This design comes from an exercise in tuning for small area on the open sky130 flow, not from production work. Only simulation tests tie the RTL to the original design; equivalence was not proved. In every run shown here, the design's own scripts or RTL, not TritonCTS, make the clock network. The clock port is modelled as an ideal driver, which makes a skipped or thinned clock tree look cheaper than it is; a real chip needs a root buffer or a tree. Power is estimated from default activity; no workload was simulated.

[flow/design.v]
module drvAd56x3_parm
    (input  logic                 clk,
     input  logic                 reset,
     input  logic         [2 : 0] avsAdr,
     input  logic                 avsWr,
     input  logic        [15 : 0] avsWrData,
     input  logic                 avsRd,
     output logic        [15 : 0] avsRdData,
     output logic                 genSel,
     output logic                 chSwap,
     output logic        [15 : 0] ceDivider,
     output logic        [15 : 0] incrRate0,
     output logic        [15 : 0] incrRate1);
    localparam logic [15 : 0] DEFAULT_CE_DIVIDER = 16'd125;
    localparam logic [15 : 0] DEFAULT_INCR_RATE0 = 16'h0001;
    localparam logic [15 : 0] DEFAULT_INCR_RATE1 = 16'hFFFF;
    logic       init;      
    logic [5:1] wrSel;     
    logic [5:1] keep;      
    logic [15 : 0] nIncrRate0, nIncrRate1;  
    assign init = reset | (avsWr & (avsAdr == 3'd0) & avsWrData[0]);
    always_comb
        for (int a = 1; a <= 5; a++) begin
            wrSel[a] = ~reset & avsWr & (avsAdr == 3'(a));
            keep[a]  = ~init & ~wrSel[a];
        end
    always_ff @(posedge clk) begin
        genSel    <= (wrSel[1] & avsWrData[0]) | (keep[1] & genSel);
        chSwap    <= (wrSel[2] & avsWrData[0]) | (keep[2] & chSwap);
        ceDivider <= ({16{wrSel[3]}} & avsWrData) | ({16{keep[3]}} & ceDivider) |
                     ({16{init}} & DEFAULT_CE_DIVIDER);
        nIncrRate0 <= ({16{wrSel[4]}} & ~avsWrData) | ({16{keep[4]}} & nIncrRate0) |
                      ({16{init}} & ~DEFAULT_INCR_RATE0);
        nIncrRate1 <= ({16{wrSel[5]}} & ~avsWrData) | ({16{keep[5]}} & nIncrRate1) |
                      ({16{init}} & ~DEFAULT_INCR_RATE1);
    end
    assign incrRate0 = ~nIncrRate0;
    assign incrRate1 = ~nIncrRate1;
    logic [5:1] rdSel;     
    always_comb
        for (int a = 1; a <= 5; a++)
            rdSel[a] = avsRd & (avsAdr == 3'(a));
    always_ff @(posedge clk, posedge reset)
    if (reset)
        avsRdData <= '0;
    else
        avsRdData <= {15'd0, (rdSel[1] & genSel) | (rdSel[2] & chSwap)} |
                     ({16{rdSel[3]}} & ceDivider) | ({16{rdSel[4]}} & incrRate0) |
                     ({16{rdSel[5]}} & incrRate1) | ({16{~avsRd}} & avsRdData);
endmodule
module drvAd56x3_gen
   #(parameter DATA_WIDTH = 14)
    (input  logic                           clk,
     input  logic                           reset,
     input  logic                  [15 : 0] ceDivider,
     input  logic                  [15 : 0] incrRate0,
     input  logic                  [15 : 0] incrRate1,
     input  logic                           genRdy,    
     output logic                           genValid,
     output logic          [DATA_WIDTH-1 : 0] genData0,
     output logic          [DATA_WIDTH-1 : 0] genData1);
    logic [15 : 0] cntP1;
    logic          cntEnd;
    logic [DATA_WIDTH-1 : 0] step0, step1;
    assign cntEnd   = (cntP1 == ceDivider);
    assign genValid = genRdy & cntEnd;
    assign step0    = incrRate0[DATA_WIDTH-1 : 0] & {DATA_WIDTH{genValid}};
    assign step1    = incrRate1[DATA_WIDTH-1 : 0] & {DATA_WIDTH{genValid}};
    always_ff @(posedge clk, posedge reset)
    if (reset) begin
        genData0 <= '0;
        genData1 <= '0;
    end else begin
        genData0 <= genData0 + step0;
        genData1 <= genData1 + step1;
    end
    always_ff @(posedge clk)
    if (reset | genValid)
        cntP1 <= 16'd1;
    else
        cntP1 <= cntP1 + {15'd0, ~cntEnd};
endmodule
module drvAd56x3_core
   #(parameter DATA_WIDTH = 14)
    (input  logic                    clk,
     input  logic                    reset,
     input  logic                    chSwap,    
     input  logic                    chValid0,
     input  logic [DATA_WIDTH-1 : 0] chData0,
     input  logic                    chValid1,
     input  logic [DATA_WIDTH-1 : 0] chData1,
     output logic                    coreRdy,
     output logic                    dacSync,
     output logic                    dacSclk,
     output logic                    dacDin);
    logic [5 : 0] phase;
    logic [4 : 0] bitCnt;
    logic         sclkSync;
    logic         channel;    
    logic         hsA;        
    logic         waitEnd;    
    logic [DATA_WIDTH-1 : 0] dataReg, dataBReg;
    logic         bitSel;
    logic         coreValid0, coreValid1;
    assign coreValid0 = chSwap ? chValid1 : chValid0;
    assign coreValid1 = chSwap ? chValid0 : chValid1;
    assign bitCnt   = phase[5 : 1];
    assign sclkSync = phase[0];
    assign dacSclk  = ~sclkSync;
    assign dacSync  = bitCnt[4] & bitCnt[3];
    assign waitEnd  = (phase == 6'd57);
    assign coreRdy  = (bitCnt == 5'd28) & ~channel;
    assign hsA      = coreValid0 & coreRdy;
    always_ff @(posedge clk, posedge reset)
    if (reset)
        phase <= 6'd48;
    else if (waitEnd)
        phase <= channel ? 6'd0 : (hsA ? 6'd58 : 6'd56);
    else if (phase == 6'd59)
        phase <= 6'd0;
    else if ((phase == 6'd56) & hsA)
        phase <= 6'd59;
    else
        phase <= phase + 1'd1;
    always_ff @(posedge clk) begin
        channel   <= ~reset & (channel ^ (phase == 6'd47));
        dataBReg  <= ({DATA_WIDTH{~reset & coreValid1 & chSwap}} & chData0) |
                     ({DATA_WIDTH{~reset & coreValid1 & ~chSwap}} & chData1) |
                     ({DATA_WIDTH{~reset & ~coreValid1}} & dataBReg);
    end
    logic loadA, loadB, shift;
    assign loadA = hsA;
    assign loadB = waitEnd & channel;
    assign shift = sclkSync & ((bitCnt[4:3] == 2'b01) | ((bitCnt[4:3] == 2'b10) & (bitCnt[2:0] < 3'd5)));
    always_ff @(posedge clk)
        dataReg <= ({DATA_WIDTH{loadA & ~chSwap}} & chData0) |
                   ({DATA_WIDTH{loadA & chSwap}} & chData1) | ({DATA_WIDTH{loadB}} & dataBReg) |
                   ({DATA_WIDTH{shift}} & {dataReg[DATA_WIDTH-2 : 0], 1'b0}) |
                   ({DATA_WIDTH{~loadA & ~loadB & ~shift}} & dataReg);
    always_comb
    begin
        if (bitCnt[4:3] == 2'b00)
            bitSel = channel & bitCnt[1] & bitCnt[0];
        else if (bitCnt[4:3] == 2'b01 || (bitCnt[4:3] == 2'b10 && bitCnt[2:0] < 3'd6))
            bitSel = dataReg[DATA_WIDTH-1];
        else
            bitSel = 1'b0;
    end
    assign dacDin = bitSel;
endmodule
module drvAd56x3
   #( parameter SIGN_A = "UNSIGNED",  
                SIGN_B = "UNSIGNED",
                DATA_WIDTH    = 14,   
                SCLK_DIVIDER  = 2,    
                SYNC_DURATION = 5)    
    (input logic                     clk,
     input logic                     reset,
     input  logic            [2 : 0] avsAdr,
     input  logic                    avsWr,
     input  logic           [15 : 0] avsWrData,
     input  logic                    avsRd,
     output logic           [15 : 0] avsRdData,
     input  logic                    asiValid0,
     input  logic [DATA_WIDTH-1 : 0] asiData0,
     output logic                    asiRdy0,
     input  logic                    asiValid1,
     input  logic [DATA_WIDTH-1 : 0] asiData1,
     output logic                    asiRdy1,
     output logic                    dacSync,
     output logic                    dacSclk,
     output logic                    dacDin);
    localparam logic XOR_A = (SIGN_A == "SIGNED") ? 1'b1 : 1'b0;
    localparam logic XOR_B = (SIGN_B == "SIGNED") ? 1'b1 : 1'b0;
    logic          genSel;
    logic          chSwap;
    logic [15 : 0] ceDivider;
    logic [15 : 0] incrRate0;
    logic [15 : 0] incrRate1;
    logic                    genValid;
    logic [DATA_WIDTH-1 : 0] genData0, genData1;
    logic                    chValid0, chValid1;
    logic [DATA_WIDTH-1 : 0] chData0, chData1;
    logic                    coreRdy;
    drvAd56x3_parm
    drvAd56x3_parmInst
         (.clk      (clk      ),
          .reset    (reset    ),
          .avsAdr   (avsAdr   ),
          .avsWr    (avsWr    ),
          .avsWrData(avsWrData),
          .avsRd    (avsRd    ),
          .avsRdData(avsRdData),
          .genSel   (genSel   ),
          .chSwap   (chSwap   ),
          .ceDivider(ceDivider),
          .incrRate0(incrRate0),
          .incrRate1(incrRate1));
    drvAd56x3_gen
        #(.DATA_WIDTH(DATA_WIDTH))
    drvAd56x3_genInst
         (.clk      (clk      ),
          .reset    (reset    ),
          .ceDivider(ceDivider),
          .incrRate0(incrRate0),
          .incrRate1(incrRate1),
          .genRdy   (genSel & coreRdy),
          .genValid (genValid ),
          .genData0 (genData0 ),
          .genData1 (genData1 ));
    drvAd56x3_core
        #(.DATA_WIDTH(DATA_WIDTH))
    drvAd56x3_coreInst
        (.clk       (clk       ),
         .reset     (reset     ),
         .chSwap    (chSwap    ),
         .chValid0  (chValid0  ),
         .chData0   (chData0   ),
         .chValid1  (chValid1  ),
         .chData1   (chData1   ),
         .coreRdy   (coreRdy   ),
         .dacSync   (dacSync   ),
         .dacSclk   (dacSclk   ),
         .dacDin    (dacDin    ));
    assign chValid0 = (genSel) ? genValid : asiValid0;
    assign chData0  = ((genSel) ? genData0 : asiData0) ^
                      {((chSwap) ? XOR_B : XOR_A), {DATA_WIDTH-1{1'b0}}};
    assign chValid1 = (genSel) ? genValid : asiValid1;
    assign chData1  = ((genSel) ? genData1 : asiData1) ^
                      {((chSwap) ? XOR_A : XOR_B), {DATA_WIDTH-1{1'b0}}};
    assign asiRdy0 = ~genSel & coreRdy;
    assign asiRdy1 = ~genSel & coreRdy;
endmodule
[flow/flow/run.sh]
#!/bin/bash
# Own layout flow. Synthesis is the standard synthesis with two changes to
# the combinational mapping only: ripple-carry adders (lcu_ripple.v) and an
# area-oriented ABC script. Layout is the standard ORFS flow with buf_1 port
# buffers and, in place of TritonCTS, a two-level clock tree (mycts.tcl): one
# root buffer driving 8 leaf buffers, each driving one cluster of flip-flops.
# Each tool's output goes to its own log file.
set -euo pipefail
W=$PWD
rm -rf "$W/synscripts"
cp -r "$FLOW_HOME/scripts" "$W/synscripts"
cp "$W/flow/abc_area.script" "$W/synscripts/abc_speed.script"
python3 - "$W/synscripts/cts.tcl" "$W/flow/mycts.tcl" <<'PY'
import sys
p, tree = sys.argv[1], sys.argv[2]
s = open(p).read()
old = "log_cmd clock_tree_synthesis {*}$cts_args\n"
assert old in s
s = s.replace(old, "source %s\nmy_clock_tree 8 sky130_fd_sc_hd__clkbuf_8 sky130_fd_sc_hd__clkbuf_8\n" % tree)
open(p, "w").write(s)
PY
bash standard.sh SCRIPTS_DIR="$W/synscripts" \
  "SYNTH_OPERATIONS_ARGS=-extra-map $W/flow/lcu_ripple.v" \
  synth > "$W/synth.log" 2>&1
bash standard.sh SCRIPTS_DIR="$W/synscripts" \
  'BUFFER_PORTS_ARGS=-buffer_cell sky130_fd_sc_hd__buf_1' \
  finish > "$W/layout.log" 2>&1
[flow/flow/abc_area.script]
strash
ifraig
dc2
&get -n
&dc2
&syn2
&dch -f
&put
dch -f
amap -m -F 4 -A 8
topo
[flow/flow/lcu_ripple.v]
// ripple-carry lookahead unit: the carries of $alu are built as a chain
(* techmap_celltype = "$lcu" *)
module _80_lcu_ripple (P, G, CI, CO);
	parameter WIDTH = 2;
	(* force_downto *)
	input [WIDTH-1:0] P, G;
	input CI;
	(* force_downto *)
	output [WIDTH-1:0] CO;
	genvar i;
	generate
		for (i = 0; i < WIDTH; i = i + 1) begin : chain
			if (i == 0)
				assign CO[i] = G[i] | (P[i] & CI);
			else
				assign CO[i] = G[i] | (P[i] & CO[i-1]);
		end
	endgenerate
endmodule
[flow/flow/mycts.tcl]
# Build a two-level clock tree: clk -> one root buffer -> K leaf buffers, each
# driving one cluster of flip-flops (clusters by k-means on the pin locations).
proc my_clock_tree {K rootCell leafCell} {
  set block [ord::get_db_block]
  set db [ord::get_db]
  set clkNet [$block findNet clk]
  set sinks {}
  foreach it [$clkNet getITerms] {
    if {[$it isInputSignal]} { lappend sinks $it }
  }
  set n [llength $sinks]
  set xs {}; set ys {}
  foreach it $sinks {
    set bb [[$it getInst] getBBox]
    lappend xs [expr {([$bb xMin] + [$bb xMax]) / 2.0}]
    lappend ys [expr {([$bb yMin] + [$bb yMax]) / 2.0}]
  }
  # initial centres: spread along sorted x order
  set order [lsort -indices -real $xs]
  set cx {}; set cy {}
  for {set k 0} {$k < $K} {incr k} {
    set i [lindex $order [expr {int(($k + 0.5) * $n / $K)}]]
    lappend cx [lindex $xs $i]; lappend cy [lindex $ys $i]
  }
  set cap [expr {int(ceil(double($n) / $K)) + 1}]
  for {set iter 0} {$iter < 30} {incr iter} {
    # balanced assignment: greedy by distance with a size cap
    set pairs {}
    for {set i 0} {$i < $n} {incr i} {
      for {set k 0} {$k < $K} {incr k} {
        set d [expr {abs([lindex $xs $i] - [lindex $cx $k]) + abs([lindex $ys $i] - [lindex $cy $k])}]
        lappend pairs [list $d $i $k]
      }
    }
    set pairs [lsort -real -index 0 $pairs]
    set asg [lrepeat $n -1]; set cnt [lrepeat $K 0]
    foreach p $pairs {
      lassign $p d i k
      if {[lindex $asg $i] >= 0 || [lindex $cnt $k] >= $cap} continue
      lset asg $i $k; lset cnt $k [expr {[lindex $cnt $k] + 1}]
    }
    set sx [lrepeat $K 0.0]; set sy [lrepeat $K 0.0]
    for {set i 0} {$i < $n} {incr i} {
      set k [lindex $asg $i]
      lset sx $k [expr {[lindex $sx $k] + [lindex $xs $i]}]
      lset sy $k [expr {[lindex $sy $k] + [lindex $ys $i]}]
    }
    for {set k 0} {$k < $K} {incr k} {
      if {[lindex $cnt $k] > 0} {
        lset cx $k [expr {[lindex $sx $k] / [lindex $cnt $k]}]
        lset cy $k [expr {[lindex $sy $k] / [lindex $cnt $k]}]
      }
    }
  }
  set rootM [$db findMaster $rootCell]
  set leafM [$db findMaster $leafCell]
  set rootNet [odb::dbNet_create $block clknet_root]
  $rootNet setSigType CLOCK
  set root [odb::dbInst_create $block $rootM clkbuf_root]
  set mx 0.0; set my 0.0
  for {set k 0} {$k < $K} {incr k} { set mx [expr {$mx + [lindex $cx $k] / $K}]; set my [expr {$my + [lindex $cy $k] / $K}] }
  $root setLocation [expr {int($mx)}] [expr {int($my)}]
  $root setPlacementStatus PLACED
  [$root findITerm A] connect $clkNet
  [$root findITerm X] connect $rootNet
  for {set k 0} {$k < $K} {incr k} {
    set net [odb::dbNet_create $block clknet_leaf_$k]
    $net setSigType CLOCK
    set b [odb::dbInst_create $block $leafM clkbuf_leaf_$k]
    $b setLocation [expr {int([lindex $cx $k])}] [expr {int([lindex $cy $k])}]
    $b setPlacementStatus PLACED
    [$b findITerm A] connect $rootNet
    [$b findITerm X] connect $net
    for {set i 0} {$i < $n} {incr i} {
      if {[lindex $asg $i] == $k} {
        set it [lindex $sinks $i]
        $it disconnect
        $it connect $net
      }
    }
  }
  puts "my_clock_tree: $n sinks, $K leaves, sizes [lsort -integer $cnt]"
  set_propagated_clock [all_clocks]
}
[flow/standard.sh]
#!/bin/bash
# synth_recipe.tcl (not shown) runs the flow's synth.tcl, then flattens the netlist and writes it again
# the make line also repeats each setting of config.mk as NAME=value (left out here)
make -C /OpenROAD-flow-scripts/flow DESIGN_CONFIG=/design/flow/config.mk WORK_HOME=/design/flow/orfs CLKGATE_MAP_FILE= SYNTH_SCRIPT=/design/flow/synth_recipe.tcl "${@:-finish}"
[flow/config.mk]
export PLATFORM = sky130hd
export DESIGN_NAME = drvAd56x3
export DESIGN_NICKNAME = drvAd56x3
export VERILOG_FILES = /design/flow/design.v
export SDC_FILE = /design/flow/constraint.sdc
export NUM_CORES = 4
export LEC_CHECK = 0
export CAP_MARGIN = 20
export CORE_MARGIN = 2
export CORE_UTILIZATION = 40
export GPL_TIMING_DRIVEN = 0
export SLEW_MARGIN = 20
[flow/constraint.sdc]
create_clock -name core_clock -period 10.0 [get_ports {clk}]
set_input_delay 2.0000 -clock core_clock [delete_from_list [all_inputs] [get_ports {clk}]]
set_output_delay 2.0000 -clock core_clock [all_outputs]
set_load 0.01 [all_outputs]
==> reports/metrics.cfg, run 1 <==
[floorplan]
die_y_um=129.1
die_width_um=129.1
ioPinCount=74
fp-row-count=45
dieArea_sq_um=16670
start_util=0.4103
coreArea_sq_um=15260

[setup_path]
crit_slowest_cell=clkinv_1
cpPeakStageDelay_ns=0.64
endpoint_kind=flip-flop
crit_path_start_kind=flip-flop
critPathLaunch=drvAd56x3_parmInst.genSel
cp.arrival_ns=8.11
worstSetupPathDepth=20
r2r-start=drvAd56x3_parmInst.genSel
cp_cell_sequence=clkinv_1, nor3_1, clkinv_1, nor2_1, ha_1, fa_1, fa_1, fa_1, fa_1, fa_1, fa_1, fa_1, fa_1, fa_1, fa_1, fa_1, fa_1, o21ai_0, nand2_1, o21ai_0
cp-endpoint=drvAd56x3_genInst.genData1[13]
r2r_cells=20
critPathRequiredTime_ns=10.34
setup.worst_path.class=reg -> reg
crit_buf_inv=2
worstPathMaxFanout=33
path_common_cell=fa_1
reg2reg_to=drvAd56x3_genInst.genData1[13]
rrSetupSlack_ns=2.24
cp_top_family=adder cells

[cells_and_area]
area_delta_synth_final_pct=12.23
n_antenna_cell=0
fill_cells=1448
layout.nets=772
final_cell_area_sq_um=7027
drive_above_1_share=0.04030

[run]
cap_violations=0

[timing]
hold_viol_final=0
clock.fmax_mhz=128.9
skew_ns=0.02113
slew_headroom=0.2798
whs_ns=0.4641
worst_slew_pin_slew_ns=1.076
rsz0062_at_grt=no
maxSlewViolCount=0
timing.final.crit_share=0.7761
layout_min_cycle_time_ns=7.761
setup_tns_ns=0
setup_viol=0

[grt]
grt-ovfl-total=0
grt_pass1_vias=5013
track_usage=0.2041
grt_antenna_before_repair=0
grt_pass1_wl_mm=27.00
grt_max_degree=70

[detailed_routing]
drt.antenna.violating_nets=0
first_iter_violations=457
via_per_inst=5.884
first_pass_iters=8
drc=0
num_vias=5184
wire_per_inst_um=19.50
drt-total-wl_mm=17.18

[yosys]
yosysWarningCount=3
synth_cell_type_count=34
ys_ff_latch=145
syn_area_sq_um=6261
synth_edf_count=0
syn_nets=682
syn_inst=582
async_reset_ff_frac=0.3448
ys.flop_type=dfxtp_1
synth-seq-area-share=0.5040
avgSynthCellArea_sq_um=10.76

[clock_tree]
cts_setup_buffers=0
path_clk_slew_ns=0.12
cts_resized=0
clk_latency_ns=0.41
holdBufCountCts=0

[place]
placed_area_sq_um=6899
dp_hpwl_mm=12.25
place_congestion=0.8381
io_buffers=73

[outcome]
status=finished clean

[power_and_ir_drop]
switching_share=0.2498
comb_power_share=0.078
p_clk_frac=0.275
p_seq_frac=0.648
fin_total_pwr_w=0.0009381
p_per_area_nw_per_um2=133.5
internal-power_w=0.0007038
switchingPower_w=0.0002343
leakagePower_nw=2.825
vdd.ir_drop.worst_mv=0.07360

[worst_hold_path]
hold_class=reg -> reg
hold_depth=1

flip-flops by register name, indices dropped and copies added (netlist names):
register	count
drvAd56x3_coreInst.channel	1
drvAd56x3_coreInst.dataBReg	14
drvAd56x3_coreInst.dataReg	14
drvAd56x3_coreInst.phase	6
drvAd56x3_genInst.cntP1	16
drvAd56x3_genInst.genData0	14
drvAd56x3_genInst.genData1	14
drvAd56x3_parmInst.avsRdData	16
drvAd56x3_parmInst.ceDivider	16
drvAd56x3_parmInst.chSwap	1
drvAd56x3_parmInst.genSel	1
drvAd56x3_parmInst.nIncrRate0	16
drvAd56x3_parmInst.nIncrRate1	16
power by group through the flow:
stage | Sequential (W) | Combinational [W] | Clock, W
after floorplan | 0.000618 | 0.0000392 | 0
after detailed placement | 0.000620 | 0.0000727 | 0
final | 0.000607 | 0.0000727 | 0.000258
after CTS | 0.000607 | 0.0000729 | 0.000265
after global placement | 0.000619 | 0.0000688 | 0
after global routing | 0.000609 | 0.0000805 | 0.000285
kinds of logic after synthesis:
logic type,after synthesis,share of synthesized area
buf+inv,72,0.04377
compound gates,189,0.2346
xor+xnor,6,0.008393
flops,145,0.5040
simple gates,123,0.08653
fa+ha+maj,47,0.1227
cells in the final DEF, fill, tap and decap left out, types with 3 or more instances in the layout:
cell type / Yosys / layout
nand2_1: 34 / 34
o32ai_1: 18 / 18
a32o_1: 10 / 10
clkinv_1: 71 / 70
buf_1: 0 / 73
nand3_1: 6 / 6
buf_4: 1 / 3
dfrtp_1: 48 / 48
and3_1: 15 / 15
fa_1: 24 / 24
nor2_2: 0 / 3
o22ai_1: 33 / 33
nor3_1: 7 / 5
o211ai_1: 3 / 3
ha_1: 23 / 23
a222oi_1: 29 / 29
or3_1: 3 / 3
nor2_1: 51 / 48
dfxtp_1: 95 / 94
o21ai_0: 31 / 30
xnor2_1: 6 / 6
a21oi_1: 7 / 7
o221ai_1: 47 / 47
clkbuf_8: 0 / 9
worst min path at each step:
stage | start | endpoint | slack [ns]
finish | drvAd56x3_parmInst.nIncrRate0[15] | drvAd56x3_parmInst.avsRdData[15] | 0.46
global route | drvAd56x3_parmInst.nIncrRate0[15] | drvAd56x3_parmInst.avsRdData[15] | 0.50
CTS | drvAd56x3_parmInst.nIncrRate0[15] | drvAd56x3_parmInst.avsRdData[15] | 0.46
detailed placement | drvAd56x3_parmInst.nIncrRate0[15] | drvAd56x3_parmInst.avsRdData[15] | 0.45
global placement | drvAd56x3_coreInst.dataBReg[8] | drvAd56x3_coreInst.dataBReg[8] | 0.44
floorplan | drvAd56x3_parmInst.nIncrRate0[14] | drvAd56x3_parmInst.avsRdData[14] | 0.43
stage by stage:
| step | util | setup slack, ns | instances |
|---|---|---|---|
| floorplan | - | 2.714 | 582 |
| global placement | 0.4456 | 1.273 | 866 |
| detailed placement | 0.4522 | 1.937 | 872 |
| CTS | 0.4603 | 1.931 | 881 |
| global route | 0.4605 | 1.839 | 881 |
| finish | 0.4605 | 2.239 | 881 |
Yosys cell counts (2+ instances only):
library cell / number / area (sq um)
nand4_1: 2 / 12.51
o21ai_0: 31 / 155.2
xnor2_1: 6 / 52.55
dfrtp_1: 48 / 1201
fa_1: 24 / 480.5
clkinv_1: 71 / 266.5
nand2_1: 34 / 127.6
a211oi_1: 2 / 15.01
or3_1: 3 / 18.77
nor4_1: 3 / 18.77
dfstp_2: 2 / 52.55
ha_1: 23 / 287.8
nand3_1: 6 / 30.03
a21oi_1: 7 / 35.03
a222oi_1: 29 / 290.3
o221ai_1: 47 / 411.6
o211ai_1: 3 / 22.52
a22oi_1: 2 / 15.01
a22o_1: 2 / 17.52
nor3_1: 7 / 35.03
nor2_1: 51 / 191.4
o32ai_1: 18 / 157.7
a32o_1: 10 / 100.1
o22ai_1: 33 / 206.5
dfxtp_1: 95 / 1902
and3_1: 15 / 93.84
cell type report:
type	count	area [sq um]	area share
buffer	10	131.4	0.01870
inverter	71	271.5	0.03864
multi-input combinational	365	2859	0.4069
sequential	145	3157	0.4493
tap	211	264.0	0.03757
timing repair buffer	79	344.1	0.04897
layer usage:
metal  GRT usage  vias to the layer above  part of all wire
li1            -                     2430                 -
met1      0.2801                     2537              0.43
met2      0.3542                      188              0.49
met3     0.01610                       29             0.055
met4     0.04604                        0             0.025
met5           0                        -                 0
==> run 2, diff against run 1 <==
--- a/flow/flow/run.sh
+++ b/flow/flow/run.sh
@@ -19,6 +19,11 @@
 s = s.replace(old, "source %s\nmy_clock_tree 8 sky130_fd_sc_hd__clkbuf_8 sky130_fd_sc_hd__clkbuf_8\n" % tree)
 open(p, "w").write(s)
 PY
+# Layout steps: keep repair from using buffers and inverters larger than size 4
+for f in floorplan.tcl global_place.tcl resize.tcl global_route.tcl \
+         repair_timing_post_place.tcl cts.tcl; do
+  sed -i 's/^\( *\)set_dont_use \$::env(DONT_USE_CELLS)$/&\n\1set_dont_use [list sky130_fd_sc_hd__buf_6 sky130_fd_sc_hd__buf_8 sky130_fd_sc_hd__buf_12 sky130_fd_sc_hd__buf_16 sky130_fd_sc_hd__bufbuf_8 sky130_fd_sc_hd__bufbuf_16 sky130_fd_sc_hd__bufinv_8 sky130_fd_sc_hd__bufinv_16 sky130_fd_sc_hd__inv_6 sky130_fd_sc_hd__inv_8 sky130_fd_sc_hd__inv_12 sky130_fd_sc_hd__inv_16 sky130_fd_sc_hd__clkinv_8 sky130_fd_sc_hd__clkinv_16 sky130_fd_sc_hd__clkbuf_16]/' "$W/synscripts/$f"
+done
 bash standard.sh SCRIPTS_DIR="$W/synscripts" \
   "SYNTH_OPERATIONS_ARGS=-extra-map $W/flow/lcu_ripple.v" \
   synth > "$W/synth.log" 2>&1
--- a/flow/config.mk
+++ b/flow/config.mk
@@ -7,6 +7,6 @@
 export LEC_CHECK = 0
 export CAP_MARGIN = 20
 export CORE_MARGIN = 2
-export CORE_UTILIZATION = 40
+export CORE_UTILIZATION = 60
 export GPL_TIMING_DRIVEN = 0
 export SLEW_MARGIN = 20
==> reports/metrics.cfg, run 2 <==
[cells_and_area]
fill_cells=843  ; -42%
final_common_cell=dfxtp_1
area_delta_synth_final_pct=10.25
layout.nets=773  ; +0.13%
multi_input_area_sq_um=2859  ; unchanged
mostFrequentLayoutCells=dfxtp_1 (94), buf_1 (73), clkinv_1 (69), nor2_1 (48), dfrtp_1 (48)
n_antenna_cell=0  ; unchanged
seq_area_sq_um=3157  ; unchanged
drive_above_1_share=0.04322  ; +0.002921

[worst_hold_path]
hold_class=reg -> reg

[yosys]
synth_xor_area_frac=0.008393  ; unchanged
yosysMostFrequentCell=dfxtp_1
synth-adder-area-share=0.1227  ; unchanged
syn_nets=682  ; unchanged
yosys.area_share.simple=0.08653  ; unchanged
synthTopCellsByArea=dfxtp_1 (30%), dfrtp_1 (19%), fa_1 (7.7%)
synth.mux.area_fraction=0  ; unchanged
synth_largest_area_cell=dfxtp_1
syn_inst=582  ; unchanged
async_reset_ff_frac=0.3448  ; unchanged
synth_common_cells=dfxtp_1 (95), clkinv_1 (71), nor2_1 (51)
synth_top_family_by_area=compound AO/OA/AOI/OAI gates
syn_area_sq_um=6261  ; unchanged
synth_compound_area_frac=0.2346  ; unchanged
yosysWarningCount=3  ; unchanged
synth-seq-area-share=0.5040  ; unchanged
avgSynthCellArea_sq_um=10.76  ; unchanged
yosys.area.top_type_share=0.3038  ; unchanged
ys_ff_latch=145  ; unchanged
synth_cell_type_count=34  ; unchanged
synth_edf_count=0  ; unchanged
ys.flop_type=dfxtp_1

[timing]
maxSlewViolCount=0  ; unchanged
hold_viol_final=0  ; unchanged
clock.fmax_mhz=128.0  ; -0.64%
setup_viol=0  ; unchanged
fin_ws_ns=2.189  ; -0.05003 ns
setup_tns_ns=0  ; unchanged
layout_min_cycle_time_ns=7.811  ; +0.05003 ns
rsz0062_at_grt=no
whs_ns=0.4678  ; +0.003682 ns
skew_ns=0.02754  ; +0.006415 ns
timing.final.crit_share=0.7811  ; +0.005003
worst_slew_pin_slew_ns=1.087  ; +0.01109 ns
slew_headroom=0.2724  ; -0.007424

[floorplan]
fp-row-count=37  ; -18%
dieArea_sq_um=11270  ; -32%
ioPinCount=74  ; unchanged
coreArea_sq_um=10230  ; -33%
die_width_um=106.2  ; -18%
start_util=0.6120  ; +0.2016
die_y_um=106.2  ; -18%

[detailed_routing]
via_per_inst=6.623  ; +13%
drt-total-wl_mm=16.83  ; -2.0%
first_pass_iters=6  ; -2
num_vias=5345  ; +3.1%
wire_per_inst_um=20.86  ; +7.0%
drc=0  ; unchanged
first_iter_violations=606  ; +33%
drt.antenna.violating_nets=0  ; unchanged

[clock_tree]
path_clk_slew_ns=0.11  ; about the same
cts_setup_buffers=0  ; unchanged
clk_latency_ns=0.41  ; about the same
cts_resized=0  ; unchanged
holdBufCountCts=0  ; unchanged

[setup_path]
endpoint_kind=flip-flop
crit_path_start_kind=flip-flop
crit_slowest_cell=clkinv_1
path_common_cell=fa_1
cp.arrival_ns=8.11  ; about the same
setup.worst_path.class=reg -> reg
cp_cell_sequence=clkinv_1, nor3_1, inv_2, nor2_1, ha_1, fa_1, fa_1, fa_1, fa_1, fa_1, fa_1, fa_1, fa_1, fa_1, fa_1, fa_1, fa_1, nand2_1, o21ai_0, nand2_1, o21ai_0
critPathRequiredTime_ns=10.29  ; -0.05 ns
worstPathMaxFanout=44  ; +33%
cpPeakStageDelay_ns=0.61  ; -0.03 ns

[power_and_ir_drop]
leakagePower_nw=2.818  ; -0.25%
fin_total_pwr_w=0.0009294  ; -0.92%
p_per_area_nw_per_um2=134.6  ; +0.86%
vdd.ir_drop.worst_mv=0.1300  ; +77%

[grt]
grt-ovfl-total=0  ; unchanged
grt_pass1_wl_mm=27.61  ; +2.2%
track_usage=0.3079  ; +0.1038
use_met3=0.03985  ; +0.02375
grt_max_degree=65  ; -7.1%
grt_busiest_layer=met2
grt_antenna_before_repair=0  ; unchanged
met2_usage=0.4799  ; +0.1257
grt_pass1_vias=5231  ; +4.3%
use_met1=0.4510  ; +0.1709

[run]
cap_violations=0  ; unchanged

[place]
place_congestion=0.8599  ; +2.6%
io_buffers=73  ; unchanged
dpl_worst_slack_ns=1.705  ; -0.2324 ns
dp_hpwl_mm=11.71  ; -4.4%

[outcome]
status=finished clean

[run 2: power breakdown]
group / internal, W / total [W] / switching (W)
clock network: 0.0000819 / 0.000249 / 0.000167
registers: 0.000595 / 0.000607 / 0.0000119
logic: 0.0000261 / 0.0000735 / 0.0000474
[run 2: path summary, 6_finish.rpt]
path                                                         from                                to  slack, ns  cells after the start
worst min register to register  drvAd56x3_parmInst.nIncrRate0[14]  drvAd56x3_parmInst.avsRdData[14]       0.47                      1
min in group asynchronous                                   reset       drvAd56x3_coreInst.phase[0]       1.55                      2
max in group asynchronous                                   reset       drvAd56x3_coreInst.phase[1]       7.55                      3
worst max-delay path                    drvAd56x3_parmInst.genSel    drvAd56x3_genInst.genData0[13]       2.19                     21
worst max register to register          drvAd56x3_parmInst.genSel    drvAd56x3_genInst.genData0[13]       2.19                     21
worst min-delay path            drvAd56x3_parmInst.nIncrRate0[14]  drvAd56x3_parmInst.avsRdData[14]       0.47                      1
[run 2: stage by stage]
stage | util | area [sq um] | cells
2_1_floorplan | - | 6261 | 582
3_3_place_gp | 0.6554 | 6705 | 791
3_5_place_dp | 0.6617 | 6770 | 797
4_1_cts | 0.6738 | 6894 | 806
5_1_grt | 0.6747 | 6903 | 807
6_report | 0.6747 | 6903 | 807
[run 2: logic make-up after synthesis]
kind of cell / after synthesis
XOR/XNOR: 6
buffers and inverters: 72
flip-flops: 145
AND/OR/NAND/NOR: 123
AO/OA/AOI/OAI: 189
adder cells (fa/ha/maj): 47
[run 2: critical path, delay by kind of cell, from the launching register on]
family | cells | cell delay (ns)
adders and majority gates | 13 | 5.36
buffers and inverters | 2 | 1.19
AOI/OAI and AO/OA | 2 | 0.16
DFF | 1 | 0.51
and+or+nand+nor | 4 | 0.48
[run 2: layer usage]
metal / wire (um) / up-vias / part of all wire
met5: 0 / - / 0
met4: 492 / 0 / 0.029
met3: 1614 / 51 / 0.096
met2: 7603 / 300 / 0.45
met1: 7123 / 2564 / 0.42
li1: - / 2430 / -
[run 2: layout make-up]
| type | instances | share of cell area |
|---|---|---|
| sequential | 145 | 0.4573 |
| multi-input combinational | 365 | 0.4142 |
| timing repair buffer | 80 | 0.04550 |
| inverter | 71 | 0.03933 |
| tap | 136 | 0.02465 |
| buffer | 10 | 0.01903 |
==> run 3, diff against run 2 <==
--- a/flow/config.mk
+++ b/flow/config.mk
@@ -7,6 +7,6 @@
 export LEC_CHECK = 0
 export CAP_MARGIN = 20
 export CORE_MARGIN = 2
-export CORE_UTILIZATION = 60
+export CORE_UTILIZATION = 40
 export GPL_TIMING_DRIVEN = 0
 export SLEW_MARGIN = 20
==> reports/metrics.cfg, run 3 <==
[power_and_ir_drop]
vdd.ir_drop.worst_mv=0.1032  ; -21%
p_seq_frac=0.650  ; -0.003
fin_total_pwr_w=0.0009343  ; +0.53%
switching_share=0.2474  ; +0.004148
leakagePower_nw=2.810  ; -0.26%
comb_power_share=0.077  ; -0.002
p_clk_frac=0.273  ; +0.006
p_per_area_nw_per_um2=133.7  ; -0.68%
internal-power_w=0.0007032  ; about the same
switchingPower_w=0.0002311  ; +2.2%

[timing]
timing.final.crit_share=0.7697  ; -0.01137
slew_headroom=0.2409  ; -0.03151
rsz0062_at_grt=no
setup_viol=0  ; unchanged
layout_min_cycle_time_ns=7.697  ; -0.1137 ns
skew_ns=0.02366  ; -0.003878 ns
setup_tns_ns=0  ; unchanged
fin_ws_ns=2.303  ; +0.1137 ns
clock.fmax_mhz=129.9  ; +1.5%
worst_slew_pin_slew_ns=1.134  ; +0.04709 ns
maxSlewViolCount=0  ; unchanged
hold_viol_final=0  ; unchanged

[cells_and_area]
layout.nets=772  ; -0.13%
drive_above_1_share=0.03881  ; -0.004413
fin_util=0.4579  ; -0.2168
mostFrequentLayoutCells=dfxtp_1 (94), buf_1 (73), clkinv_1 (70), nor2_1 (49), dfrtp_1 (48)
final_common_cell=dfxtp_1
area_delta_synth_final_pct=11.59
n_antenna_cell=0  ; unchanged

[setup_path]
endpoint_kind=flip-flop
r2r-start=drvAd56x3_parmInst.genSel
reg2reg_to=drvAd56x3_genInst.genData1[13]
worstPathMaxFanout=33  ; -25%
critPathRequiredTime_ns=10.29  ; about the same
crit_path_start_kind=flip-flop
cp_cell_sequence=clkinv_1, nor3_1, clkinv_1, nor2_1, ha_1, fa_1, fa_1, fa_1, fa_1, fa_1, fa_1, fa_1, fa_1, fa_1, fa_1, fa_1, fa_1, o21ai_0, o21ai_0
cp.arrival_ns=7.99  ; -0.12 ns
crit_slowest_cell=clkinv_1
cpPeakStageDelay_ns=0.63  ; +0.02 ns
rrSetupSlack_ns=2.30  ; +0.11 ns
r2r_cells=19  ; -9.5%
setup.worst_path.class=reg -> reg
path_common_cell=fa_1

[yosys]
syn_inst=582  ; unchanged
synth_common_cells=dfxtp_1 (95), clkinv_1 (71), nor2_1 (51)
async_reset_ff_frac=0.3448  ; unchanged
yosysMostFrequentCell=dfxtp_1
synth.mux.area_fraction=0  ; unchanged
synth_compound_area_frac=0.2346  ; unchanged
synth_edf_count=0  ; unchanged
ys.flop_type=dfxtp_1
synth_largest_area_cell=dfxtp_1
avgSynthCellArea_sq_um=10.76  ; unchanged
synth-adder-area-share=0.1227  ; unchanged
synthTopCellsByArea=dfxtp_1 (30%), dfrtp_1 (19%), fa_1 (7.7%)
synth_top_family_by_area=compound AO/OA/AOI/OAI gates
syn_area_sq_um=6261  ; unchanged
yosysWarningCount=3  ; unchanged
syn_nets=682  ; unchanged
synth_cell_type_count=34  ; unchanged
yosys.area_share.simple=0.08653  ; unchanged
ys_ff_latch=145  ; unchanged
yosys.area.top_type_share=0.3038  ; unchanged
synth-seq-area-share=0.5040  ; unchanged
synth_xor_area_frac=0.008393  ; unchanged

[detailed_routing]
num_vias=5122  ; -4.2%
highest_layer=met4
wl_met1_mm=7.332  ; +2.9%
drc=0  ; unchanged
first_iter_violations=523  ; -14%
via_per_inst=5.814  ; -12%
wire_per_inst_um=19.40  ; -7.0%
route.met3.wl_um=959  ; -41%
drt-total-wl_mm=17.09  ; +1.5%
drt.antenna.violating_nets=0  ; unchanged
first_pass_iters=8  ; +2
dr_wl_met2_mm=8.344  ; +9.7%

[floorplan]
die_width_um=129.1  ; +22%
fp-row-count=45  ; +22%
ioPinCount=74  ; unchanged
dieArea_sq_um=16670  ; +48%
coreArea_sq_um=15260  ; +49%
die_y_um=129.1  ; +22%
start_util=0.4103  ; -0.2016

[worst_hold_path]
holdPathEnd=drvAd56x3_parmInst.avsRdData[15]
worstHoldStart=drvAd56x3_parmInst.nIncrRate0[15]
hold_depth=1  ; unchanged
hold_class=reg -> reg

[grt]
grt_pass1_vias=5021  ; -4.0%
grt_pass1_wl_mm=27.21  ; -1.4%
grt_antenna_before_repair=0  ; unchanged
track_usage=0.2047  ; -0.1032
grt_max_degree=70  ; +7.7%
grt-ovfl-total=0  ; unchanged

[clock_tree]
path_clk_slew_ns=0.12  ; about the same
clk_latency_ns=0.41  ; about the same
cts_resized=0  ; unchanged
holdBufCountCts=0  ; unchanged
cts_setup_buffers=0  ; unchanged

[place]
dp_hpwl_mm=12.31  ; +5.1%
dpl_worst_slack_ns=1.963  ; +0.2578 ns
io_buffers=73  ; unchanged
place_congestion=0.8381  ; -2.5%

[run]
cap_violations=0  ; unchanged

[outcome]
status=finished clean

-- run 3: cell count changes in the layout (fill, tap and decap cells not counted) --
cell / previous run / this run
buf_4: 3 / 2
clkinv_1: 69 / 70
inv_2: 1 / 0
nor2_1: 48 / 49
nor2_2: 3 / 2
-- run 3: layout make-up --
cell class | instances | area [sq um]
well taps | 211 | 264.0
plain buffers | 10 | 131.4
fillers | 1445 | 8272
repair buffers | 79 | 306.5
flip-flops and latches | 145 | 3157
inverters | 71 | 271.5
multi-input cells | 365 | 2856
-- run 3: how the worst max path moves through the flow --
| stage | slack (ns) | cells after the start | to | from |
|---|---|---|---|---|
| detailed placement | 1.96 | 21 | drvAd56x3_genInst.genData1[13] | drvAd56x3_parmInst.genSel |
| global placement | 1.27 | 5 | drvAd56x3_parmInst.ceDivider[14] | reset |
| global route | 1.86 | 20 | drvAd56x3_genInst.genData1[13] | drvAd56x3_parmInst.genSel |
| finish | 2.30 | 19 | drvAd56x3_genInst.genData1[13] | drvAd56x3_parmInst.genSel |
| floorplan | 2.71 | 21 | drvAd56x3_genInst.genData0[13] | drvAd56x3_parmInst.genSel |
| CTS | 1.94 | 21 | drvAd56x3_genInst.genData1[13] | drvAd56x3_parmInst.genSel |
-- run 3: cell families (layout without fill, tap and decap cells) --
group	after synthesis	after routing
DFF	145	145
adders and majority gates	47	47
AOI/OAI and AO/OA	189	189
buffers and inverters	72	160
xor gates and xnor gates	6	6
and+or+nand+nor	123	123
-- run 3: worst max-delay path: cells and delay by family (launching register included) --
kind / cells / cell delay [ns]
buffers and inverters: 2 / 0.99
AO/OA/AOI/OAI: 2 / 0.32
AND/OR/NAND/NOR: 2 / 0.32
adder cells (fa/ha/maj): 13 / 5.39
flip-flops: 1 / 0.53
-- run 3: per-layer routing --
| metal | vias to the layer above | global-route usage |
|---|---|---|
| met5 | - | 0 |
| met1 | 2486 | 0.2839 |
| li1 | 2421 | - |
| met2 | 189 | 0.3520 |
| met3 | 26 | 0.01693 |
| met4 | 0 | 0.04476 |
-- run 3: power by group through the flow --
stage	Clock (W)	Sequential, W	Combinational [W]
finish	0.000255	0.000607	0.0000721
global route	0.000280	0.000609	0.0000805
CTS	0.000259	0.000607	0.0000725
detailed placement	0	0.000620	0.0000722
global placement	0	0.000619	0.0000688
floorplan	0	0.000618	0.0000392
-- run 3: per-stage QoR --
stage / cells / cell area, sq um / hold slack, ns
after global routing: 881 / 6987 / 0.4959
after CTS: 881 / 6985 / 0.4624
after global placement: 866 / 6799 / 0.4409
after detailed placement: 872 / 6862 / 0.4460
after floorplan: 582 / 6261 / 0.4310
final: 881 / 6987 / 0.4579
==> run 4, diff against run 3 <==
--- a/flow/config.mk
+++ b/flow/config.mk
@@ -5,8 +5,8 @@
 export SDC_FILE = /design/flow/constraint.sdc
 export NUM_CORES = 4
 export LEC_CHECK = 0
-export CAP_MARGIN = 20
+export CAP_MARGIN = 10
 export CORE_MARGIN = 2
 export CORE_UTILIZATION = 40
 export GPL_TIMING_DRIVEN = 0
-export SLEW_MARGIN = 20
+export SLEW_MARGIN = 10
==> reports/metrics.cfg, run 4 <==
[clock_tree]
holdBufCountCts=0  ; unchanged
path_clk_slew_ns=0.12  ; about the same
cts_setup_buffers=0  ; unchanged
cts_resized=0  ; unchanged
clk_latency_ns=0.42  ; about the same

[cells_and_area]
drive_above_1_share=0.03875  ; -0.00005783
area_delta_synth_final_pct=11.77
final_cell_area_sq_um=6998  ; +0.16%
seq_area_sq_um=3156  ; about the same
n_antenna_cell=0  ; unchanged
fin_util=0.4586  ; +0.0007380
instances_no_fill=882  ; +0.11%
mostFrequentLayoutCells=dfxtp_1 (95), buf_1 (73), clkinv_1 (70), nor2_1 (49), dfrtp_1 (48)
fill_cells=1465  ; +1.4%
final_common_cell=dfxtp_1
layout.nets=773  ; +0.13%
multi_input_area_sq_um=2856  ; unchanged

[detailed_routing]
drt.antenna.violating_nets=0  ; unchanged
wire_per_inst_um=19.48  ; +0.41%
first_pass_iters=8  ; unchanged
drc=0  ; unchanged
via_per_inst=5.873  ; +1.0%
num_vias=5180  ; +1.1%
first_iter_violations=486  ; -7.1%
drt-total-wl_mm=17.18  ; +0.53%

[setup_path]
cp_cell_sequence=clkinv_1, nor3_1, clkinv_1, nor2_1, ha_1, fa_1, fa_1, fa_1, fa_1, fa_1, fa_1, fa_1, fa_1, fa_1, fa_1, fa_1, fa_1, nand2_1, o21ai_0, nand2_1, o21ai_0
crit_path_start_kind=flip-flop
setup.worst_path.class=reg -> reg
cp_top_family=adder cells
crit_buf_inv=2  ; unchanged
crit_slowest_cell=clkinv_1
cpPeakStageDelay_ns=0.76  ; +0.13 ns
critPathRequiredTime_ns=10.31  ; +0.02 ns
cp.arrival_ns=8.15  ; +0.16 ns
path_common_cell=fa_1
endpoint_kind=flip-flop
worstPathMaxFanout=33  ; unchanged

[grt]
grt_antenna_before_repair=0  ; unchanged
grt_pass1_vias=5058  ; +0.74%
track_usage=0.2049  ; about the same
grt_max_degree=45  ; -36%
grt-ovfl-total=0  ; unchanged
grt_pass1_wl_mm=27.24  ; +0.10%

[place]
io_buffers=73  ; unchanged
place_congestion=0.8381  ; unchanged
dp_cells=872  ; unchanged
placed_area_sq_um=6860  ; about the same
dp_hpwl_mm=12.26  ; -0.44%

[yosys]
syn_inst=582  ; unchanged
synthTopCellsByArea=dfxtp_1 (30%), dfrtp_1 (19%), fa_1 (7.7%)
synth_common_cells=dfxtp_1 (95), clkinv_1 (71), nor2_1 (51)
synth-seq-area-share=0.5040  ; unchanged
syn_area_sq_um=6261  ; unchanged
yosysMostFrequentCell=dfxtp_1
ys_ff_latch=145  ; unchanged
async_reset_ff_frac=0.3448  ; unchanged
synth_largest_area_cell=dfxtp_1
yosysWarningCount=3  ; unchanged
ys.flop_type=dfxtp_1
synth_cell_type_count=34  ; unchanged
synth_edf_count=0  ; unchanged
syn_nets=682  ; unchanged
yosys.area.top_type_share=0.3038  ; unchanged
avgSynthCellArea_sq_um=10.76  ; unchanged

[power_and_ir_drop]
vdd.ir_drop.worst_mv=0.07307  ; -29%
p_per_area_nw_per_um2=133.4  ; -0.23%
leakagePower_nw=2.819  ; +0.30%
p_seq_frac=0.651  ; about the same
internal-power_w=0.0007035  ; about the same
switchingPower_w=0.0002302  ; -0.40%
switching_share=0.2465  ; -0.0008189
comb_power_share=0.077  ; about the same
p_clk_frac=0.272  ; about the same

[worst_hold_path]
hold_class=reg -> reg

[timing]
hold_viol_final=0  ; unchanged
rsz0062_at_grt=no
layout_min_cycle_time_ns=7.839  ; +0.1414 ns
skew_ns=0.03081  ; +0.007149 ns
slew_headroom=0.1939  ; -0.04705
timing.final.crit_share=0.7839  ; +0.01414
clock.fmax_mhz=127.6  ; -1.8%
worst_slew_pin_slew_ns=1.208  ; +0.07311 ns
setup_viol=0  ; unchanged
maxSlewViolCount=0  ; unchanged
setup_tns_ns=0  ; unchanged

[floorplan]
dieArea_sq_um=16670  ; unchanged
ioPinCount=74  ; unchanged
die_y_um=129.1  ; unchanged
coreArea_sq_um=15260  ; unchanged
start_util=0.4103  ; unchanged
fp-row-count=45  ; unchanged
die_width_um=129.1  ; unchanged

[run]
cap_violations=0  ; unchanged

[outcome]
status=finished clean

[run 4: through the flow]
step,hold WS (ns),power [W],setup WS (ns)
floorplan,0.4310,0.0006574,2.714
CTS,0.4796,0.0009421,1.619
finish,0.4636,0.0009336,2.161
global placement,0.4409,0.0006879,1.273
global route,0.5001,0.0009706,1.748
detailed placement,0.4460,0.0006923,1.560
[run 4: final timing paths]
kind / slack [ns] / endpoint / from / cells after the start
min in group asynchronous: 1.64 / drvAd56x3_parmInst.avsRdData[4] / reset / 2
min reg2reg: 0.46 / drvAd56x3_parmInst.avsRdData[14] / drvAd56x3_parmInst.nIncrRate0[14] / 1
min: 0.46 / drvAd56x3_parmInst.avsRdData[14] / drvAd56x3_parmInst.nIncrRate0[14] / 1
max: 2.16 / drvAd56x3_genInst.genData1[13] / drvAd56x3_parmInst.genSel / 21
max reg2reg: 2.16 / drvAd56x3_genInst.genData1[13] / drvAd56x3_parmInst.genSel / 21
max in group asynchronous: 7.44 / drvAd56x3_parmInst.avsRdData[13] / reset / 3
[run 4: area by class of cell]
| type | instances | area share |
|---|---|---|
| multi-input cells | 365 | 0.4082 |
| plain buffers | 10 | 0.01877 |
| well taps | 211 | 0.03773 |
| inverters | 71 | 0.03826 |
| repair buffers | 80 | 0.04613 |
| flip-flops and latches | 145 | 0.4509 |
[run 4: routing by layer]
metal / track usage / share of wire
met5: 0 / 0
met4: 0.03453 / 0.017
met3: 0.01941 / 0.065
met2: 0.3625 / 0.50
met1: 0.2779 / 0.42
[run 4: power groups by stage]
| stage | Sequential, W | Combinational, W | Clock, W |
|---|---|---|---|
| after floorplan | 0.000618 | 0.0000392 | 0 |
| after global placement | 0.000619 | 0.0000688 | 0 |
| after detailed placement | 0.000620 | 0.0000726 | 0 |
| after CTS | 0.000607 | 0.0000728 | 0.000262 |
| after global routing | 0.000609 | 0.0000806 | 0.000281 |
| final | 0.000607 | 0.0000723 | 0.000254 |
[run 4: logic make-up after synthesis]
family          after synthesis  synth area share
compound gates              189            0.2346
xor+xnor                      6          0.008393
fa+ha+maj                    47            0.1227
buf+inv                      72           0.04377
flops                       145            0.5040
simple gates                123           0.08653
==> run 5, diff against run 4 <==
--- a/flow/config.mk
+++ b/flow/config.mk
@@ -5,8 +5,8 @@
 export SDC_FILE = /design/flow/constraint.sdc
 export NUM_CORES = 4
 export LEC_CHECK = 0
-export CAP_MARGIN = 10
+export CAP_MARGIN = 0
 export CORE_MARGIN = 2
 export CORE_UTILIZATION = 40
 export GPL_TIMING_DRIVEN = 0
-export SLEW_MARGIN = 10
+export SLEW_MARGIN = 0
==> reports/metrics.cfg, run 5 <==
[detailed_routing]
first_pass_iters=7  ; -1
drt-total-wl_mm=17.18  ; unchanged
wire_per_inst_um=19.57  ; +0.46%
drc=0  ; unchanged
first_iter_violations=531  ; +9.3%
via_per_inst=5.935  ; +1.1%
num_vias=5211  ; +0.60%
drt.antenna.violating_nets=0  ; unchanged

[floorplan]
ioPinCount=74  ; unchanged
fp-row-count=45  ; unchanged
die_y_um=129.1  ; unchanged
die_width_um=129.1  ; unchanged
start_util=0.4103  ; unchanged
dieArea_sq_um=16670  ; unchanged
coreArea_sq_um=15260  ; unchanged

[timing]
timing.final.crit_share=0.8383  ; +0.05448
hold_viol_final=0  ; unchanged
slew_headroom=0.2002  ; +0.006355
setup_viol=0  ; unchanged
fin_ws_ns=1.617  ; -0.5447 ns
skew_ns=0.01990  ; -0.01091 ns
setup_tns_ns=0  ; unchanged
layout_min_cycle_time_ns=8.383  ; +0.5448 ns
clock.fmax_mhz=119.3  ; -6.5%
maxSlewViolCount=0  ; unchanged
worst_slew_pin_slew_ns=1.198  ; -0.009521 ns
rsz0062_at_grt=no

[cells_and_area]
fill_cells=1449  ; -1.1%
drive_above_1_share=0.03298  ; -0.005765
layout.nets=769  ; -0.52%
area_delta_synth_final_pct=11.27
final_common_cell=dfxtp_1
n_antenna_cell=0  ; unchanged
final_cell_area_sq_um=6967  ; -0.45%
mostFrequentLayoutCells=dfxtp_1 (95), buf_1 (73), clkinv_1 (70), nor2_1 (49), dfrtp_1 (48)

[setup_path]
worstPathMaxFanout=44  ; +33%
r2r_cells=21  ; unchanged
endpoint_kind=flip-flop
critPathRequiredTime_ns=10.29  ; -0.02 ns
setup.worst_path.class=reg -> reg
cp.arrival_ns=8.68  ; +0.53 ns
crit_path_start_kind=flip-flop

[yosys]
syn_inst=582  ; unchanged
synth_largest_area_cell=dfxtp_1
synth_edf_count=0  ; unchanged
synth_common_cells=dfxtp_1 (95), clkinv_1 (71), nor2_1 (51)
syn_area_sq_um=6261  ; unchanged
synth_cell_type_count=34  ; unchanged
synth-seq-area-share=0.5040  ; unchanged
yosys.area.top_type_share=0.3038  ; unchanged
yosysWarningCount=3  ; unchanged
synthTopCellsByArea=dfxtp_1 (30%), dfrtp_1 (19%), fa_1 (7.7%)
avgSynthCellArea_sq_um=10.76  ; unchanged
ys.flop_type=dfxtp_1
syn_nets=682  ; unchanged
async_reset_ff_frac=0.3448  ; unchanged
yosysMostFrequentCell=dfxtp_1
ys_ff_latch=145  ; unchanged

[outcome]
status=finished clean

[place]
placed_area_sq_um=6838  ; -0.33%
place_congestion=0.8381  ; unchanged
dp_hpwl_mm=12.16  ; -0.84%
dpl_worst_slack_ns=1.586  ; +0.02603 ns
io_buffers=73  ; unchanged

[grt]
grt_pass1_wl_mm=27.20  ; -0.15%
track_usage=0.2047  ; about the same
grt-ovfl-total=0  ; unchanged
grt_pass1_vias=5056  ; -0.040%
grt_max_degree=45  ; unchanged
grt_antenna_before_repair=0  ; unchanged

[clock_tree]
holdBufCountCts=0  ; unchanged
cts_resized=0  ; unchanged
clk_latency_ns=0.41  ; about the same
cts_setup_buffers=0  ; unchanged
path_clk_slew_ns=0.12  ; about the same

[power_and_ir_drop]
vdd.ir_drop.worst_mv=0.07774  ; +6.4%
fin_total_pwr_w=0.0009337  ; about the same
leakagePower_nw=2.799  ; -0.71%
p_per_area_nw_per_um2=134.0  ; +0.45%

[run]
cap_violations=0  ; unchanged

[worst_hold_path]
hold_depth=1  ; unchanged
hold_class=reg -> reg

run 5: cell count changes in the layout (fill, tap and decap cells not counted), sizes merged:
cell	before	now
buf	80	77
clkbuf	10	9
run 5: where the power goes:
| part | switching, W | internal, W | total, W |
|---|---|---|---|
| Combinational | 0.0000465 | 0.0000257 | 0.0000721 |
| Sequential | 0.0000120 | 0.000595 | 0.000607 |
| Clock | 0.000172 | 0.0000821 | 0.000254 |
| Total | 0.000231 | 0.000703 | 0.000934 |
run 5: final cells by class:
class / instances / area (sq um) / share of cell area
Buffer: 10 / 131.4 / 0.01886
Tap cell: 211 / 264.0 / 0.03790
Multi-Input combinational cell: 365 / 2856 / 0.4100
Timing Repair Buffer: 76 / 291.5 / 0.04185
Sequential cell: 145 / 3156 / 0.4529
Inverter: 71 / 267.8 / 0.03843
run 5: per-stage QoR:
stage | std cells | hold WS, ns | utilization
3_5_place_dp | 869 | 0.4460 | 0.4481
3_3_place_gp | 866 | 0.4409 | 0.4456
4_1_cts | 878 | 0.4633 | 0.4563
5_1_grt | 878 | 0.4963 | 0.4566
2_1_floorplan | 582 | 0.4310 | -
6_report | 878 | 0.4605 | 0.4566
run 5: worst paths after layout:
kind	start	endpoint	slack, ns
max reg2reg	drvAd56x3_parmInst.genSel	drvAd56x3_genInst.genData1[13]	1.62
min in group asynchronous	reset	drvAd56x3_parmInst.avsRdData[15]	1.67
max in group asynchronous	reset	drvAd56x3_parmInst.avsRdData[13]	7.41
min	drvAd56x3_parmInst.nIncrRate0[15]	drvAd56x3_parmInst.avsRdData[15]	0.46
min reg2reg	drvAd56x3_parmInst.nIncrRate0[15]	drvAd56x3_parmInst.avsRdData[15]	0.46
max	drvAd56x3_parmInst.genSel	drvAd56x3_genInst.genData1[13]	1.62
run 5: kinds of logic after synthesis:
group           synth area share
compound gates            0.2346
xor+xnor                0.008393
fa+ha+maj                 0.1227
buf+inv                  0.04377
flops                     0.5040
simple gates             0.08653
run 5: per-layer routing:
layer / wire length (um) / GRT usage / part of all wire
met5: 0 / 0 / 0
met1: 7406 / 0.2851 / 0.43
met2: 8195 / 0.3406 / 0.48
met4: 598 / 0.06010 / 0.035
met3: 979 / 0.02023 / 0.057
run 5: worst max-delay path: stages (launching register included):
cell	delay [ns]
dfxtp_1	0.71
clkinv_1	0.75
nor3_1	0.23
clkinv_1	0.68
nor2_1	0.11
ha_1	0.23
fa_1	0.42
fa_1	0.45
fa_1	0.44
fa_1	0.43
fa_1	0.43
fa_1	0.43
fa_1	0.43
fa_1	0.43
fa_1	0.43
fa_1	0.43
fa_1	0.45
fa_1	0.43
nand2_1	0.08
o21ai_0	0.09
nand2_1	0.07
o21ai_0	0.07

[re-timing with driven ports]
Ports are ideal in the flow. The routed layouts listed here were re-timed in OpenROAD.
Step 1 assumes that a clkbuf_16 drives the clock port and a buf_2 every other input.
Step 2 adds t to the input delays and takes it off the output delays; t is the mean of the earliest and latest rising clock arrival at the registers after step 1. Input paths then give back, and output paths get back, about the clock's delay inside the block.
Slacks: ideal ports / drivers / drivers and shift; pairs: ideal ports / drivers.
run	t (ns)	slack for setup (ns)	clock arrival spread, ns
run 1	0.440	2.239 / 2.239 / 2.239	0.021 / 0.021
run 2	0.432	2.189 / 2.189 / 2.189	0.028 / 0.028
run 3	0.435	2.303 / 2.303 / 2.303	0.025 / 0.025
run 4	0.439	2.161 / 2.161 / 2.161	0.031 / 0.031
run 5	0.433	1.617 / 1.617 / 1.617	0.021 / 0.021
After both steps every run listed still meets setup and hold.
